From an optimization exercise on the open Yosys and OpenROAD flow, aimed at small area and a short achievable clock period; shortcuts taken in it are not production practice. Only simulation tests tie the RTL to the original design; equivalence was not proved. Power and IR drop assume default switching activity.

== run 1 ==
## work_zyq
module work_zyq(CLK,rst,keystat,dataout);
	input CLK;
	input rst;
	input [4:0]keystat;
	output [31:0]dataout;
	reg [31:0]dataout;
	reg [14:0]first;       
	reg [2:0]preop;        
	reg [4:0]prestat;      
	wire is_add = preop == 3'b110;
	wire is_sub = preop == 3'b111;
	wire is_mul = preop == 3'b100;
	wire is_div = preop == 3'b101;
	wire is_none = ~preop[2];
	wire [14:0] second;
	zq_v4 uv(.d(dataout[15:0]), .v(second));
	wire subm = preop[0];
	wire addsub = is_add | is_sub;
	wire [28:0] prod;
	zq_mul15 umul(.a(first), .b(second & {15{is_mul}}), .ea(first & {15{addsub}}),
		.eb((second ^ {15{subm}}) & {15{addsub}}), .ci(addsub & subm), .p(prod));
	wire [14:0] u = prod[14:0];
	wire uco = prod[15];   
	wire gt = uco & |u;
	wire [14:0] mag;       
	zq_cneg #(15) uneg(.x(u), .n(~uco), .y(mag));
	wire [14:0] quo;
	zq_div15 udiv(.n(first), .d(second), .q(quo));
	wire [28:0] ans = {prod[28:16], prod[15] & ~is_sub, is_sub ? mag : prod[14:0]} |
	                  {14'd0, {15{is_div}} & quo};
	wire [31:0] bcd;
	zq_bcd29 ubcd(.b(ans), .d(bcd));
	wire neg = is_sub & ~gt;
	wire [4:0] nz;         
	assign nz[0] = |bcd[3:0];
	assign nz[1] = |bcd[7:4];
	assign nz[2] = |bcd[11:8];
	assign nz[3] = |bcd[15:12];
  ...
clock: 220.0 ns
lec_check: 0
cap_margin: 20
core_margin: 2
core_utilization: 40
slew_margin: 20
standard.sh (not shown) runs the stock make flow with config.mk's settings and CLKGATE_MAP_FILE= SYNTH_SCRIPT=/design/flow/synth_recipe.tcl, a recipe that flattens the netlist after the stock synthesis.
==> flow/flow/run.sh <==
#!/bin/bash
# Own layout flow: the standard synthesis and layout, except that
#  - Yosys skips the quick ABC pass inside synth (-noabc), extracts full/half adder
#    cells only in the modules listed in flow/fa_modules.txt (kept apart until mapping,
#    then flattened like the rest), and maps the logic with the area-oriented ABC script
#    in flow/abc.script (no gate upsizing); the modules in flow/fast_modules.txt (the key
#    decoder zq_ctl) are mapped with ORFS's speed script;
#  - no buffers for module pass-through wires (modules are flattened after mapping);
#  - port buffers are buf_2 cells;
#  - the resizer's repair_timing aims at the slack in flow/margin.txt (the SDC's clock is
#    unchanged).
# Each tool's full output goes to a log file in the work folder.
set -euo pipefail
WORK=$(pwd)
FL=$WORK/flow
MARGIN=$(cat "$FL/margin.txt")
FAMODS=$(cat "$FL/fa_modules.txt")
FASTMODS=$(cat "$FL/fast_modules.txt")

sed -e "s#^source \$::env(SCRIPTS_DIR)/synth_preamble.tcl#source \$::env(SCRIPTS_DIR)/synth_preamble.tcl\nset abc_fast \$abc_args\nset abc_args [lreplace \$abc_args 1 1 $FL/abc.script]#" \
    -e "s#^  extract_fa {\*}\[dont_use_extract_fa_args\]\$#  extract_fa {*}[dont_use_extract_fa_args] $FAMODS#" \
    -e "s#^  log_cmd abc {\*}\$abc_args\$#  log_cmd abc {*}\$abc_fast $FASTMODS\n  log_cmd abc {*}\$abc_args \$::env(DESIGN_NAME) $FAMODS#" \
  "$FLOW_HOME/scripts/synth.tcl" > "$WORK/own_synth.tcl"
grep -q "lreplace \$abc_args 1 1" "$WORK/own_synth.tcl"
grep -q "abc_fast $FASTMODS" "$WORK/own_synth.tcl"
grep -q "extract_fa {\*}\[dont_use_extract_fa_args\] $FAMODS" "$WORK/own_synth.tcl"
sed "s#\$::env(SCRIPTS_DIR)/synth.tcl#$WORK/own_synth.tcl#" "$WORK/synth_recipe.tcl" > "$WORK/own_synth_recipe.tcl"
grep -q "own_synth.tcl" "$WORK/own_synth_recipe.tcl"
sed "s#SYNTH_SCRIPT=[^ ]*#SYNTH_SCRIPT=$WORK/own_synth_recipe.tcl#" "$WORK/standard.sh" > "$WORK/own_synth.sh"
grep -q "own_synth_recipe.tcl" "$WORK/own_synth.sh"

SYNTH_KEEP_MODULES="$FASTMODS $FAMODS" SYNTH_ARGS=-noabc SYNTH_INSBUF=0 bash "$WORK/own_synth.sh" synth > "$WORK/synth.log" 2>&1
export BUFFER_PORTS_ARGS="-buffer_cell sky130_fd_sc_hd__buf_2"
export SETUP_SLACK_MARGIN=$MARGIN
bash "$WORK/standard.sh" > "$WORK/layout.log" 2>&1
test -f "$WORK/out/final.def"
==> flow/flow/abc.script <==
strash
dch
amap
topo
==> flow/flow/fa_modules.txt <==
zq_mul15
==> flow/flow/fast_modules.txt <==
zq_ctl
==> flow/flow/margin.txt <==
174.8
The following lists how run 2 was set up differently from run 1:
==> flow/flow/margin.txt <==
174.6
diff --git a/flow/config.mk b/flow/config.mk
--- a/flow/config.mk
+++ b/flow/config.mk
@@ -8,4 +8,5 @@
 export CAP_MARGIN = 20
 export CORE_MARGIN = 2
-export CORE_UTILIZATION = 40
+export CORE_UTILIZATION = 55
+export PLACE_DENSITY = 0.7
 export SLEW_MARGIN = 20
Results
- Summary — number of ordinary inverters in the final layout, run 2 relative to run 1: lower, by about 0.33%.
- Compared run 2 vs run 1, and global-route usage is up in run 2.
- Clock group share of total power in run 2 vs run 1: up 0.4 points
- Looking at timing endpoint of the critical path, the dataout[29]$_DFF_P_ result is from run 1; the first[5]$_DFF_P_ one comes from run 2.
- Of the two candidates, run 1 has the worse routed wire length and run 2 the better one.
- Compare run 2 and run 1 | share of post-route cells with drive strength above 1 lower: run 2
- Routed via count went up slightly going from run 1 to run 2.
### run 2 -> run 3
diff --git a/flow/config.mk b/flow/config.mk
--- a/flow/config.mk
+++ b/flow/config.mk
@@ -8,5 +8,4 @@
 export CAP_MARGIN = 20
 export CORE_MARGIN = 2
-export CORE_UTILIZATION = 55
-export PLACE_DENSITY = 0.7
+export CORE_UTILIZATION = 40
 export SLEW_MARGIN = 20
--- outcome ---
- Estimated wirelength of the detail-placed design, run 2 and run 3: larger value in run 3
- Sort run 2 and run 3 by clock share of power, ascending, and run 3 comes first.
- Of the two values seen for critical path endpoint, first[5]$_DFF_P_ was produced by run 2 and preop[0]$_DFF_P_ by run 3.
- Largest incremental delay on the critical path: run 2 vs run 3 — no meaningful difference
- Run 3 vs run 2, combinational share of power went up by 0.2 points.

-- port drivers added, routing unchanged --
No port has a modelled driver above. Below, the same layouts with a new extraction and two added sets of constraints. Step 1: set_driving_cell puts a clkbuf_16 on CLK and a buf_2 on each other input, an assumption about the parent block. Step 2 also shifts input and output timing later by t, the mid clock arrival at the registers, as if the neighbouring blocks saw the same clock. Three values: ideal ports, drivers, drivers and shift; two values: the first two.
run | t (ns) | setup WS [ns] | worst setup path after step 2 | worst data-port slew with drivers (ns) | pins driven straight from the clock port
run 1 | 0.347 | 174.768 / 174.770 / 174.423 | input to register | 0.06 | 1
run 2 | 0.341 | 174.635 / 174.654 / 174.313 | input to register | 0.03 | 1
run 3 | 0.348 | 174.665 / 174.692 / 174.344 | input to register | 0.03 | 1
After both steps setup and hold are still met in every run listed. For run 1, which loses most, drivers alone change the setup slack by +0.002 ns; drivers and shift together by -0.345 ns.
